This design comes from an exercise in tuning for small area and a short achievable clock period on the open sky130 flow, not from production work.
Where RTL was checked, it was by simulation tests only, not by an equivalence proof against the original.
The clock port is modelled as an ideal driver, which makes a skipped or thinned clock tree look cheaper than it is; a real chip needs a root buffer or a tree.

==> build 88 <==
## top
module top (
    input clk,
    input rst_n,
    input vld_in,
    input [31:0] x,
    output reg vld_out,
    output reg [16:0] y
);
==> flow/config.mk <==
export PLATFORM = sky130hd
export DESIGN_NAME = top
export DESIGN_NICKNAME = top
export VERILOG_FILES = /design/flow/design.v
export SDC_FILE = /design/flow/constraint.sdc
export NUM_CORES = 4
export LEC_CHECK = 0
export CAP_MARGIN = 20
export CORE_MARGIN = 2
export CORE_UTILIZATION = 60
export SLEW_MARGIN = 20
==> flow/constraint.sdc <==
create_clock -name core_clock -period 10.0 [get_ports {clk}]
set_input_delay 2.0000 -clock core_clock [delete_from_list [all_inputs] [get_ports {clk}]]
set_output_delay 2.0000 -clock core_clock [all_outputs]
set_load 0.01 [all_outputs]
standard.sh (not shown) runs the stock make flow with config.mk's settings and CLKGATE_MAP_FILE= SYNTH_SCRIPT=/design/flow/synth_recipe.tcl, a recipe that flattens the netlist after the stock synthesis.
==> flow/flow/run.sh <==
#!/bin/bash
# Standard ORFS layout with these changes:
#  - the port buffers are buf_2 cells instead of the flow's default choice
#    (a slow clkdlybuf4s50_1 delay cell);
#  - clock tree synthesis uses clkbuf_8/clkbuf_16, larger sink clusters and no
#    dummy balancing loads;
set -euo pipefail
here=$(pwd)
export BUFFER_PORTS_ARGS="-buffer_cell sky130_fd_sc_hd__buf_2"
export CTS_ARGS="-sink_clustering_enable -repair_clock_nets -sink_clustering_size 30 -sink_clustering_max_diameter 80 -buf_list {sky130_fd_sc_hd__clkbuf_8 sky130_fd_sc_hd__clkbuf_16} -root_buf sky130_fd_sc_hd__clkbuf_16 -dont_use_dummy_load"
export SETUP_SLACK_MARGIN=${SETUP_SLACK_MARGIN:-7.0}
bash standard.sh cts > standard_cts.log 2>&1
res=$(ls -d "$here"/orfs/results/*/top/base)
cp "$res/4_cts.odb" "$res/4_cts_with_root.odb"
RES="$res" openroad -no_init -exit "$here/flow/drop_root.tcl" > drop_root.log 2>&1
bash standard.sh > standard_flow.log 2>&1
==> flow/flow/drop_root.tcl <==
read_db $::env(RES)/4_cts.odb
set block [ord::get_db_block]
set clk [$block findNet clk]
set loads {}
foreach it [$clk getITerms] { lappend loads $it }
if {[llength $loads] != 1} { puts "root: clock port drives [llength $loads] pins; unchanged"; exit 0 }
set root [[lindex $loads 0] getInst]
set out ""
foreach it [$root getITerms] {
  if {[$it isOutputSignal]} { set out [$it getNet] }
}
set sinks {}
foreach it [$out getITerms] {
  if {![$it isOutputSignal]} { lappend sinks $it }
}
if {[llength $sinks] > 4} { puts "root drives [llength $sinks] pins; unchanged"; exit 0 }
puts "removing [$root getName] ([[$root getMaster] getName]) driving [llength $sinks] pins"
foreach it $sinks {
  $it disconnect
  $it connect $clk
}
foreach it [$root getITerms] { $it disconnect }
odb::dbInst_destroy $root
odb::dbNet_destroy $out
write_db $::env(RES)/4_cts.odb
==> trial 6: changes against build 88 <==
==> flow/flow/run.sh (replaced) <==
#!/bin/bash
# Standard ORFS layout with two changes: the port buffers are buf_2 cells
# instead of the flow's default choice (a slow clkdlybuf4s50_1 delay cell), and
# clock tree synthesis inserts no dummy balancing loads; timing repair aims
# for 7 ns of setup slack.
set -euo pipefail
export BUFFER_PORTS_ARGS="-buffer_cell sky130_fd_sc_hd__buf_2"
export CTS_ARGS="-sink_clustering_enable -repair_clock_nets -sink_clustering_size 16 -sink_clustering_max_diameter 50 -buf_list sky130_fd_sc_hd__clkbuf_8 -dont_use_dummy_load"
export SETUP_SLACK_MARGIN=7.0
bash standard.sh > standard_flow.log 2>&1
removed: flow/flow/drop_root.tcl
==> trial 13: changes against build 88 <==
==> flow/flow/run.sh (replaced) <==
#!/bin/bash
# Standard ORFS layout, with the port buffers made from buf_2 cells instead of
# the flow's default choice (a slow clkdlybuf4s50_1 delay cell).
set -euo pipefail
export BUFFER_PORTS_ARGS="-buffer_cell sky130_fd_sc_hd__buf_2"
bash standard.sh > standard_flow.log 2>&1
--- a/flow/config.mk
+++ b/flow/config.mk
@@ -10,2 +10,5 @@
 export CORE_UTILIZATION = 60
+export CTS_BUF_LIST = sky130_fd_sc_hd__clkbuf_8
+export CTS_CLUSTER_DIAMETER = 50
+export CTS_CLUSTER_SIZE = 16
 export SLEW_MARGIN = 20
removed: flow/flow/drop_root.tcl
==> comparison table <==
quantity	trial 6	build 88	trial 13
Result of the run	no timing/DRC/antenna violations	no timing/DRC/antenna violations	no timing/DRC/antenna violations
Met2 global-route usage	0.281	0.277	0.288
Worst reg2reg endpoint	q8[0]	r5[8]	r12[15]
Number of vias in the routed layout	7780	7642	7855
Met1 usage	0.180	0.182	0.182
Measured slew at the worst slew-check pin	0.857 ns	0.852 ns	0.863 ns
RSZ-0062 raised after global routing	yes	no	no
Number of inserted filler cells in the final layout	1991	1997	1984
Setup crit start kind	flop	primary input	flop
Routed wirelength normalized by instance count	12.7 um	12.7 um	12.7 um
Number of buffers on the longest clock path	3	-	3
Hold path start	x4[11]	x2[8]	x3[10]
Final GP Congestion	0.744	0.744	0.749
Wire length on met1	8820 um	8950 um	9120 um
GR Layer Usage met3	0.0337	0.0205	0.0287
Worst clock skew on the final layout	0.0480 ns	0.0265 ns	0.0148 ns
Post-route fraction of the period consumed by the critical path	0.306	0.292	0.307
Clock-pin slew reported for the worst setup and hold paths after clock tree synthesis	0.08 ns	0.10 ns	0.09 ns
Area growth from synthesis to final layout	7.78%	7.22%	9.58%
Function was not checked in any run of this note: the RTL went through the layout flow alone.

---

==> inputs of 08-11 <==
==> flow/design.v <==
module top (
    input clk,
    input rst_n,
    input vld_in,
    input [31:0] x,
    output reg vld_out,
    output reg [16:0] y
);
    wire [2:0] s1_0_sum = {1'b0, x[31:30]} - 3'd1;
    wire [1:0] s1_0_r = s1_0_sum[1:0];
    wire [0:0] s1_0_q = ~s1_0_sum[2];
    wire s1_1_s = ~s1_0_q[0];
    wire [3:0] s1_1_sum = {s1_0_r, x[29:28]} + {~s1_1_s, s1_0_q ^ {1{~s1_1_s}}, 2'b11};
    wire [2:0] s1_1_r = s1_1_sum[2:0];
    wire [1:0] s1_1_q = {s1_0_q, ~s1_1_sum[3]};
    reg v1;
    always @(posedge clk or negedge rst_n)
        if (!rst_n) v1 <= 1'b0;
        else v1 <= vld_in;
    reg [1:0] q1;
    reg [2:0] r1;
    reg [27:0] x1;
    always @(posedge clk) begin
        q1 <= s1_1_q;
        r1 <= s1_1_r;
        x1 <= x[27:0];
    end
    wire s2_2_s = ~q1[0];
    wire [4:0] s2_2_sum = {r1, x1[27:26]} + {~s2_2_s, q1 ^ {2{~s2_2_s}}, 2'b11};
    wire [3:0] s2_2_r = s2_2_sum[3:0];
    wire [2:0] s2_2_q = {q1, ~s2_2_sum[4]};
    wire s2_3_s = ~s2_2_q[0];
    wire [5:0] s2_3_sum = {s2_2_r, x1[25:24]} + {~s2_3_s, s2_2_q ^ {3{~s2_3_s}}, 2'b11};
    wire [4:0] s2_3_r = s2_3_sum[4:0];
    wire [3:0] s2_3_q = {s2_2_q, ~s2_3_sum[5]};
    reg v2;
    always @(posedge clk or negedge rst_n)
        if (!rst_n) v2 <= 1'b0;
        else v2 <= v1;
    reg [3:0] q2;
    reg [4:0] r2;
    reg [23:0] x2;
    always @(posedge clk) begin
        q2 <= s2_3_q;
        r2 <= s2_3_r;
        x2 <= x1[23:0];
    end
    wire s3_4_s = ~q2[0];
    wire [6:0] s3_4_sum = {r2, x2[23:22]} + {~s3_4_s, q2 ^ {4{~s3_4_s}}, 2'b11};
    wire [5:0] s3_4_r = s3_4_sum[5:0];
    wire [4:0] s3_4_q = {q2, ~s3_4_sum[6]};
    wire s3_5_s = ~s3_4_q[0];
    wire [7:0] s3_5_sum = {s3_4_r, x2[21:20]} + {~s3_5_s, s3_4_q ^ {5{~s3_5_s}}, 2'b11};
    wire [6:0] s3_5_r = s3_5_sum[6:0];
    wire [5:0] s3_5_q = {s3_4_q, ~s3_5_sum[7]};
    reg v3;
    always @(posedge clk or negedge rst_n)
        if (!rst_n) v3 <= 1'b0;
        else v3 <= v2;
    reg [5:0] q3;
    reg [6:0] r3;
    reg [19:0] x3;
    always @(posedge clk) begin
        q3 <= s3_5_q;
        r3 <= s3_5_r;
        x3 <= x2[19:0];
    end
    wire s4_6_s = ~q3[0];
    wire [8:0] s4_6_sum = {r3, x3[19:18]} + {~s4_6_s, q3 ^ {6{~s4_6_s}}, 2'b11};
    wire [7:0] s4_6_r = s4_6_sum[7:0];
    wire [6:0] s4_6_q = {q3, ~s4_6_sum[8]};
    reg v4;
    always @(posedge clk or negedge rst_n)
        if (!rst_n) v4 <= 1'b0;
        else v4 <= v3;
    reg [6:0] q4;
    reg [7:0] r4;
    reg [17:0] x4;
    always @(posedge clk) begin
        q4 <= s4_6_q;
        r4 <= s4_6_r;
        x4 <= x3[17:0];
    end
    wire s5_7_s = ~q4[0];
    wire [9:0] s5_7_sum = {r4, x4[17:16]} + {~s5_7_s, q4 ^ {7{~s5_7_s}}, 2'b11};
    wire [8:0] s5_7_r = s5_7_sum[8:0];
    wire [7:0] s5_7_q = {q4, ~s5_7_sum[9]};
    reg v5;
    always @(posedge clk or negedge rst_n)
        if (!rst_n) v5 <= 1'b0;
        else v5 <= v4;
    reg [7:0] q5;
    reg [8:0] r5;
    reg [15:0] x5;
    always @(posedge clk) begin
        q5 <= s5_7_q;
        r5 <= s5_7_r;
        x5 <= x4[15:0];
    end
    wire s6_8_s = ~q5[0];
    wire [10:0] s6_8_sum = {r5, x5[15:14]} + {~s6_8_s, q5 ^ {8{~s6_8_s}}, 2'b11};
    wire [9:0] s6_8_r = s6_8_sum[9:0];
    wire [8:0] s6_8_q = {q5, ~s6_8_sum[10]};
    reg v6;
    always @(posedge clk or negedge rst_n)
        if (!rst_n) v6 <= 1'b0;
        else v6 <= v5;
    reg [8:0] q6;
    reg [9:0] r6;
    reg [13:0] x6;
    always @(posedge clk) begin
        q6 <= s6_8_q;
        r6 <= s6_8_r;
        x6 <= x5[13:0];
    end
    wire s7_9_s = ~q6[0];
    wire [11:0] s7_9_sum = {r6, x6[13:12]} + {~s7_9_s, q6 ^ {9{~s7_9_s}}, 2'b11};
    wire [10:0] s7_9_r = s7_9_sum[10:0];
    wire [9:0] s7_9_q = {q6, ~s7_9_sum[11]};
    reg v7;
    always @(posedge clk or negedge rst_n)
        if (!rst_n) v7 <= 1'b0;
        else v7 <= v6;
    reg [9:0] q7;
    reg [10:0] r7;
    reg [11:0] x7;
    always @(posedge clk) begin
        q7 <= s7_9_q;
        r7 <= s7_9_r;
        x7 <= x6[11:0];
    end
    wire s8_10_s = ~q7[0];
    wire [12:0] s8_10_sum = {r7, x7[11:10]} + {~s8_10_s, q7 ^ {10{~s8_10_s}}, 2'b11};
    wire [11:0] s8_10_r = s8_10_sum[11:0];
    wire [10:0] s8_10_q = {q7, ~s8_10_sum[12]};
    reg v8;
    always @(posedge clk or negedge rst_n)
        if (!rst_n) v8 <= 1'b0;
        else v8 <= v7;
    reg [10:0] q8;
    reg [11:0] r8;
    reg [9:0] x8;
    always @(posedge clk) begin
        q8 <= s8_10_q;
        r8 <= s8_10_r;
        x8 <= x7[9:0];
    end
    wire s9_11_s = ~q8[0];
    wire [13:0] s9_11_sum = {r8, x8[9:8]} + {~s9_11_s, q8 ^ {11{~s9_11_s}}, 2'b11};
    wire [12:0] s9_11_r = s9_11_sum[12:0];
    wire [11:0] s9_11_q = {q8, ~s9_11_sum[13]};
    reg v9;
    always @(posedge clk or negedge rst_n)
        if (!rst_n) v9 <= 1'b0;
        else v9 <= v8;
    reg [11:0] q9;
    reg [12:0] r9;
    reg [7:0] x9;
    always @(posedge clk) begin
        q9 <= s9_11_q;
        r9 <= s9_11_r;
        x9 <= x8[7:0];
    end
    wire s10_12_s = ~q9[0];
    wire [14:0] s10_12_sum = {r9, x9[7:6]} + {~s10_12_s, q9 ^ {12{~s10_12_s}}, 2'b11};
    wire [13:0] s10_12_r = s10_12_sum[13:0];
    wire [12:0] s10_12_q = {q9, ~s10_12_sum[14]};
    reg v10;
    always @(posedge clk or negedge rst_n)
        if (!rst_n) v10 <= 1'b0;
        else v10 <= v9;
    reg [12:0] q10;
    reg [13:0] r10;
    reg [5:0] x10;
    always @(posedge clk) begin
        q10 <= s10_12_q;
        r10 <= s10_12_r;
        x10 <= x9[5:0];
    end
    wire s11_13_s = ~q10[0];
    wire [15:0] s11_13_sum = {r10, x10[5:4]} + {~s11_13_s, q10 ^ {13{~s11_13_s}}, 2'b11};
    wire [14:0] s11_13_r = s11_13_sum[14:0];
    wire [13:0] s11_13_q = {q10, ~s11_13_sum[15]};
    reg v11;
    always @(posedge clk or negedge rst_n)
        if (!rst_n) v11 <= 1'b0;
        else v11 <= v10;
    reg [13:0] q11;
    reg [14:0] r11;
    reg [3:0] x11;
    always @(posedge clk) begin
        q11 <= s11_13_q;
        r11 <= s11_13_r;
        x11 <= x10[3:0];
    end
    wire s12_14_s = ~q11[0];
    wire [16:0] s12_14_sum = {r11, x11[3:2]} + {~s12_14_s, q11 ^ {14{~s12_14_s}}, 2'b11};
    wire [15:0] s12_14_r = s12_14_sum[15:0];
    wire [14:0] s12_14_q = {q11, ~s12_14_sum[16]};
    reg v12;
    always @(posedge clk or negedge rst_n)
        if (!rst_n) v12 <= 1'b0;
        else v12 <= v11;
    reg [14:0] q12;
    reg [15:0] r12;
    reg [1:0] x12;
    always @(posedge clk) begin
        q12 <= s12_14_q;
        r12 <= s12_14_r;
        x12 <= x11[1:0];
    end
    wire s13_15_s = ~q12[0];
    wire [17:0] s13_15_sum = {r12, x12[1:0]} + {~s13_15_s, q12 ^ {15{~s13_15_s}}, 2'b11};
    wire [15:0] s13_15_q = {q12, ~s13_15_sum[17]};
    reg v13;
    always @(posedge clk or negedge rst_n)
        if (!rst_n) v13 <= 1'b0;
        else v13 <= v12;
    reg [15:0] q13;
    always @(posedge clk) begin
        q13 <= s13_15_q;
    end
    reg v14;
    always @(posedge clk or negedge rst_n)
        if (!rst_n) v14 <= 1'b0;
        else v14 <= v13;
    reg [15:0] q14;
    always @(posedge clk) begin
        q14 <= q13;
    end
    reg v15;
    always @(posedge clk or negedge rst_n)
        if (!rst_n) v15 <= 1'b0;
        else v15 <= v14;
    reg [15:0] q15;
    always @(posedge clk) begin
        q15 <= q14;
    end
    reg v16;
    always @(posedge clk or negedge rst_n)
        if (!rst_n) v16 <= 1'b0;
        else v16 <= v15;
    reg [15:0] q16;
    always @(posedge clk) begin
        q16 <= q15;
    end
    always @(posedge clk or negedge rst_n)
        if (!rst_n) begin
            vld_out <= 1'b0;
            y <= 17'd0;
        end else begin
            vld_out <= v16;
            y <= {1'b0, q16 & {16{v16}}};
        end
endmodule
==> flow/run.sh <==
#!/bin/bash
# synth_recipe.tcl (not shown) runs the flow's synth.tcl, then flattens the netlist and writes it again
# the make line also repeats each setting of config.mk as NAME=value (left out here)
make -C /OpenROAD-flow-scripts/flow DESIGN_CONFIG=/design/flow/config.mk WORK_HOME=/design/flow/orfs CLKGATE_MAP_FILE= SYNTH_SCRIPT=/design/flow/synth_recipe.tcl finish
==> flow/config.mk <==
export PLATFORM = sky130hd
export DESIGN_NAME = top
export DESIGN_NICKNAME = top
export VERILOG_FILES = /design/flow/design.v
export SDC_FILE = /design/flow/constraint.sdc
export NUM_CORES = 4
export LEC_CHECK = 0
export CAP_MARGIN = 20
export CORE_MARGIN = 2
export CORE_UTILIZATION = 40
export CTS_BUF_LIST = sky130_fd_sc_hd__clkbuf_8
export CTS_CLUSTER_DIAMETER = 50
export CTS_CLUSTER_SIZE = 16
export SLEW_MARGIN = 20
==> flow/constraint.sdc <==
create_clock -name core_clock -period 10.0 [get_ports {clk}]
set_input_delay 2.0000 -clock core_clock [delete_from_list [all_inputs] [get_ports {clk}]]
set_output_delay 2.0000 -clock core_clock [all_outputs]
set_load 0.01 [all_outputs]
==> inputs of 05-09, as changes to 08-11 <==
--- a/flow/design.v
+++ b/flow/design.v
@@ -13,46 +13,46 @@
     wire [3:0] s1_1_sum = {s1_0_r, x[29:28]} + {~s1_1_s, s1_0_q ^ {1{~s1_1_s}}, 2'b11};
     wire [2:0] s1_1_r = s1_1_sum[2:0];
     wire [1:0] s1_1_q = {s1_0_q, ~s1_1_sum[3]};
+    wire s1_2_s = ~s1_1_q[0];
+    wire [4:0] s1_2_sum = {s1_1_r, x[27:26]} + {~s1_2_s, s1_1_q ^ {2{~s1_2_s}}, 2'b11};
+    wire [3:0] s1_2_r = s1_2_sum[3:0];
+    wire [2:0] s1_2_q = {s1_1_q, ~s1_2_sum[4]};
     reg v1;
     always @(posedge clk or negedge rst_n)
         if (!rst_n) v1 <= 1'b0;
         else v1 <= vld_in;
-    reg [1:0] q1;
-    reg [2:0] r1;
-    reg [27:0] x1;
-    always @(posedge clk) begin
-        q1 <= s1_1_q;
-        r1 <= s1_1_r;
-        x1 <= x[27:0];
-    end
-    wire s2_2_s = ~q1[0];
-    wire [4:0] s2_2_sum = {r1, x1[27:26]} + {~s2_2_s, q1 ^ {2{~s2_2_s}}, 2'b11};
-    wire [3:0] s2_2_r = s2_2_sum[3:0];
-    wire [2:0] s2_2_q = {q1, ~s2_2_sum[4]};
-    wire s2_3_s = ~s2_2_q[0];
-    wire [5:0] s2_3_sum = {s2_2_r, x1[25:24]} + {~s2_3_s, s2_2_q ^ {3{~s2_3_s}}, 2'b11};
+    reg [2:0] q1;
+    reg [3:0] r1;
+    reg [25:0] x1;
+    always @(posedge clk) begin
+        q1 <= s1_2_q;
+        r1 <= s1_2_r;
+        x1 <= x[25:0];
+    end
+    wire s2_3_s = ~q1[0];
+    wire [5:0] s2_3_sum = {r1, x1[25:24]} + {~s2_3_s, q1 ^ {3{~s2_3_s}}, 2'b11};
     wire [4:0] s2_3_r = s2_3_sum[4:0];
-    wire [3:0] s2_3_q = {s2_2_q, ~s2_3_sum[5]};
+    wire [3:0] s2_3_q = {q1, ~s2_3_sum[5]};
+    wire s2_4_s = ~s2_3_q[0];
+    wire [6:0] s2_4_sum = {s2_3_r, x1[23:22]} + {~s2_4_s, s2_3_q ^ {4{~s2_4_s}}, 2'b11};
+    wire [5:0] s2_4_r = s2_4_sum[5:0];
+    wire [4:0] s2_4_q = {s2_3_q, ~s2_4_sum[6]};
     reg v2;
     always @(posedge clk or negedge rst_n)
         if (!rst_n) v2 <= 1'b0;
         else v2 <= v1;
-    reg [3:0] q2;
-    reg [4:0] r2;
-    reg [23:0] x2;
-    always @(posedge clk) begin
-        q2 <= s2_3_q;
-        r2 <= s2_3_r;
-        x2 <= x1[23:0];
-    end
-    wire s3_4_s = ~q2[0];
-    wire [6:0] s3_4_sum = {r2, x2[23:22]} + {~s3_4_s, q2 ^ {4{~s3_4_s}}, 2'b11};
-    wire [5:0] s3_4_r = s3_4_sum[5:0];
-    wire [4:0] s3_4_q = {q2, ~s3_4_sum[6]};
-    wire s3_5_s = ~s3_4_q[0];
-    wire [7:0] s3_5_sum = {s3_4_r, x2[21:20]} + {~s3_5_s, s3_4_q ^ {5{~s3_5_s}}, 2'b11};
+    reg [4:0] q2;
+    reg [5:0] r2;
+    reg [21:0] x2;
+    always @(posedge clk) begin
+        q2 <= s2_4_q;
+        r2 <= s2_4_r;
+        x2 <= x1[21:0];
+    end
+    wire s3_5_s = ~q2[0];
+    wire [7:0] s3_5_sum = {r2, x2[21:20]} + {~s3_5_s, q2 ^ {5{~s3_5_s}}, 2'b11};
     wire [6:0] s3_5_r = s3_5_sum[6:0];
-    wire [5:0] s3_5_q = {s3_4_q, ~s3_5_sum[7]};
+    wire [5:0] s3_5_q = {q2, ~s3_5_sum[7]};
     reg v3;
     always @(posedge clk or negedge rst_n)
         if (!rst_n) v3 <= 1'b0;
==> flow/flow/run.sh (new file) <==
#!/bin/bash
# Standard ORFS layout, with the port buffers made from buf_2 cells instead of
# the flow's default choice (a slow clkdlybuf4s50_1 delay cell).
set -euo pipefail
export BUFFER_PORTS_ARGS="-buffer_cell sky130_fd_sc_hd__buf_2"
bash standard.sh > standard_flow.log 2>&1
==> flow/standard.sh (new file) <==
#!/bin/bash
# synth_recipe.tcl (not shown) runs the flow's synth.tcl, then flattens the netlist and writes it again
# the make line also repeats each setting of config.mk as NAME=value (left out here)
make -C /OpenROAD-flow-scripts/flow DESIGN_CONFIG=/design/flow/config.mk WORK_HOME=/design/flow/orfs CLKGATE_MAP_FILE= SYNTH_SCRIPT=/design/flow/synth_recipe.tcl "${@:-finish}"
Settings changed: CORE_UTILIZATION 40 to 60.
removed: flow/run.sh
==> inputs of 05-23, as changes to 08-11 <==
--- a/flow/design.v
+++ b/flow/design.v
@@ -13,46 +13,46 @@
     wire [3:0] s1_1_sum = {s1_0_r, x[29:28]} + {~s1_1_s, s1_0_q ^ {1{~s1_1_s}}, 2'b11};
     wire [2:0] s1_1_r = s1_1_sum[2:0];
     wire [1:0] s1_1_q = {s1_0_q, ~s1_1_sum[3]};
+    wire s1_2_s = ~s1_1_q[0];
+    wire [4:0] s1_2_sum = {s1_1_r, x[27:26]} + {~s1_2_s, s1_1_q ^ {2{~s1_2_s}}, 2'b11};
+    wire [3:0] s1_2_r = s1_2_sum[3:0];
+    wire [2:0] s1_2_q = {s1_1_q, ~s1_2_sum[4]};
     reg v1;
     always @(posedge clk or negedge rst_n)
         if (!rst_n) v1 <= 1'b0;
         else v1 <= vld_in;
-    reg [1:0] q1;
-    reg [2:0] r1;
-    reg [27:0] x1;
-    always @(posedge clk) begin
-        q1 <= s1_1_q;
-        r1 <= s1_1_r;
-        x1 <= x[27:0];
-    end
-    wire s2_2_s = ~q1[0];
-    wire [4:0] s2_2_sum = {r1, x1[27:26]} + {~s2_2_s, q1 ^ {2{~s2_2_s}}, 2'b11};
-    wire [3:0] s2_2_r = s2_2_sum[3:0];
-    wire [2:0] s2_2_q = {q1, ~s2_2_sum[4]};
-    wire s2_3_s = ~s2_2_q[0];
-    wire [5:0] s2_3_sum = {s2_2_r, x1[25:24]} + {~s2_3_s, s2_2_q ^ {3{~s2_3_s}}, 2'b11};
+    reg [2:0] q1;
+    reg [3:0] r1;
+    reg [25:0] x1;
+    always @(posedge clk) begin
+        q1 <= s1_2_q;
+        r1 <= s1_2_r;
+        x1 <= x[25:0];
+    end
+    wire s2_3_s = ~q1[0];
+    wire [5:0] s2_3_sum = {r1, x1[25:24]} + {~s2_3_s, q1 ^ {3{~s2_3_s}}, 2'b11};
     wire [4:0] s2_3_r = s2_3_sum[4:0];
-    wire [3:0] s2_3_q = {s2_2_q, ~s2_3_sum[5]};
+    wire [3:0] s2_3_q = {q1, ~s2_3_sum[5]};
+    wire s2_4_s = ~s2_3_q[0];
+    wire [6:0] s2_4_sum = {s2_3_r, x1[23:22]} + {~s2_4_s, s2_3_q ^ {4{~s2_4_s}}, 2'b11};
+    wire [5:0] s2_4_r = s2_4_sum[5:0];
+    wire [4:0] s2_4_q = {s2_3_q, ~s2_4_sum[6]};
     reg v2;
     always @(posedge clk or negedge rst_n)
         if (!rst_n) v2 <= 1'b0;
         else v2 <= v1;
-    reg [3:0] q2;
-    reg [4:0] r2;
-    reg [23:0] x2;
-    always @(posedge clk) begin
-        q2 <= s2_3_q;
-        r2 <= s2_3_r;
-        x2 <= x1[23:0];
-    end
-    wire s3_4_s = ~q2[0];
-    wire [6:0] s3_4_sum = {r2, x2[23:22]} + {~s3_4_s, q2 ^ {4{~s3_4_s}}, 2'b11};
-    wire [5:0] s3_4_r = s3_4_sum[5:0];
-    wire [4:0] s3_4_q = {q2, ~s3_4_sum[6]};
-    wire s3_5_s = ~s3_4_q[0];
-    wire [7:0] s3_5_sum = {s3_4_r, x2[21:20]} + {~s3_5_s, s3_4_q ^ {5{~s3_5_s}}, 2'b11};
+    reg [4:0] q2;
+    reg [5:0] r2;
+    reg [21:0] x2;
+    always @(posedge clk) begin
+        q2 <= s2_4_q;
+        r2 <= s2_4_r;
+        x2 <= x1[21:0];
+    end
+    wire s3_5_s = ~q2[0];
+    wire [7:0] s3_5_sum = {r2, x2[21:20]} + {~s3_5_s, q2 ^ {5{~s3_5_s}}, 2'b11};
     wire [6:0] s3_5_r = s3_5_sum[6:0];
-    wire [5:0] s3_5_q = {s3_4_q, ~s3_5_sum[7]};
+    wire [5:0] s3_5_q = {q2, ~s3_5_sum[7]};
     reg v3;
     always @(posedge clk or negedge rst_n)
         if (!rst_n) v3 <= 1'b0;
==> flow/flow/run.sh (new file) <==
#!/bin/bash
# Standard ORFS layout, with the port buffers made from buf_2 cells instead of
# the flow's default choice (a slow clkdlybuf4s50_1 delay cell).
set -euo pipefail
export BUFFER_PORTS_ARGS="-buffer_cell sky130_fd_sc_hd__buf_2"
bash standard.sh > standard_flow.log 2>&1
==> flow/standard.sh (new file) <==
#!/bin/bash
# synth_recipe.tcl (not shown) runs the flow's synth.tcl, then flattens the netlist and writes it again
# the make line also repeats each setting of config.mk as NAME=value (left out here)
make -C /OpenROAD-flow-scripts/flow DESIGN_CONFIG=/design/flow/config.mk WORK_HOME=/design/flow/orfs CLKGATE_MAP_FILE= SYNTH_SCRIPT=/design/flow/synth_recipe.tcl "${@:-finish}"
Settings changed: CORE_UTILIZATION 40 to 60, CTS_BUF_LIST sky130_fd_sc_hd__clkbuf_8 to sky130_fd_sc_hd__clkbuf_8 sky130_fd_sc_hd__clkbuf_16.
removed: flow/run.sh
==> notes <==
- Sequential cell count is the same in 05-23 and 08-11.
- Hold slack: 08-11 < 05-23 < 05-09.
- In 08-11 the count of clock-buffer cells in the layout is higher than in 05-09, by 5.
- The highest global-route usage belongs to 05-23, the lowest to 08-11.
- In 05-23 the sequential share of layout area is higher than in 08-11, by 0.60 points.
- Of 05-23 and 08-11, 05-23 has the higher worst setup slack (gap 0.46 ns).
==> figures <==
                                                        05-09           05-23           08-11
Clock buffer count from CTS                                40              40              45
Outcome                                        finished clean  finished clean  finished clean
Final Instance Area                                 17720 um2       18180 um2       18390 um2
Row cnt                                                    60              60              74
Placed cell areas                                   16960 um2       16960 um2       17450 um2
Floorplan die width                                  169.2 um        169.2 um        206.2 um
Non-Clock Buffer Count                                     51              51              52
Critical Path Sink                                      y[14]           y[14]            y[8]
Setup slack of the critical path after layout        6.944 ns        6.984 ns        6.523 ns
Worst hold slack after final layout                 0.3242 ns       0.3219 ns       0.3143 ns
Clock Network Area Fraction                            4.300%          6.743%          5.083%
Only the layout flow was run in 08-11; the RTL was not checked for function there.

[separate check: timing with driven ports]
How much do the figures lean on ideal ports? The routed layouts below were timed once more, with nothing changed but the port constraints. Step 1 assumes that a clkbuf_16 drives the clock port and a buf_2 every other input. Step 2 also shifts input and output timing later by t, the mid clock arrival at the registers, as if the neighbouring blocks saw the same clock. Slacks: ideal ports / drivers / drivers and shift; pairs: ideal ports / drivers.
run	shift t [ns]	slack for setup (ns)	worst hold slack (ns)	worst setup path after step 2	clock arrival spread, ns
build 88	0.443	7.080 / 7.035 / 6.676	0.305 / 0.306 / 0.306	input to register	0.030 / 0.030
trial 6	0.572	6.941 / 6.901 / 6.678	0.308 / 0.308 / 0.308	input to register	0.048 / 0.048
trial 13	0.597	6.928 / 6.884 / 6.565	0.321 / 0.321 / 0.321	input to register	0.017 / 0.017
08-11	0.645	6.523 / 6.475 / 6.876	0.314 / 0.314 / 0.314	register to register	0.039 / 0.039
05-09	0.596	6.944 / 6.898 / 6.492	0.324 / 0.324 / 0.324	input to register	0.020 / 0.020
05-23	0.569	6.984 / 6.933 / 6.494	0.322 / 0.322 / 0.322	input to register	0.015 / 0.014
After both steps setup and hold are still met in every run listed. The setup slack of 05-23, which loses most, moves by -0.051 ns with the drivers and by -0.490 ns with both steps.
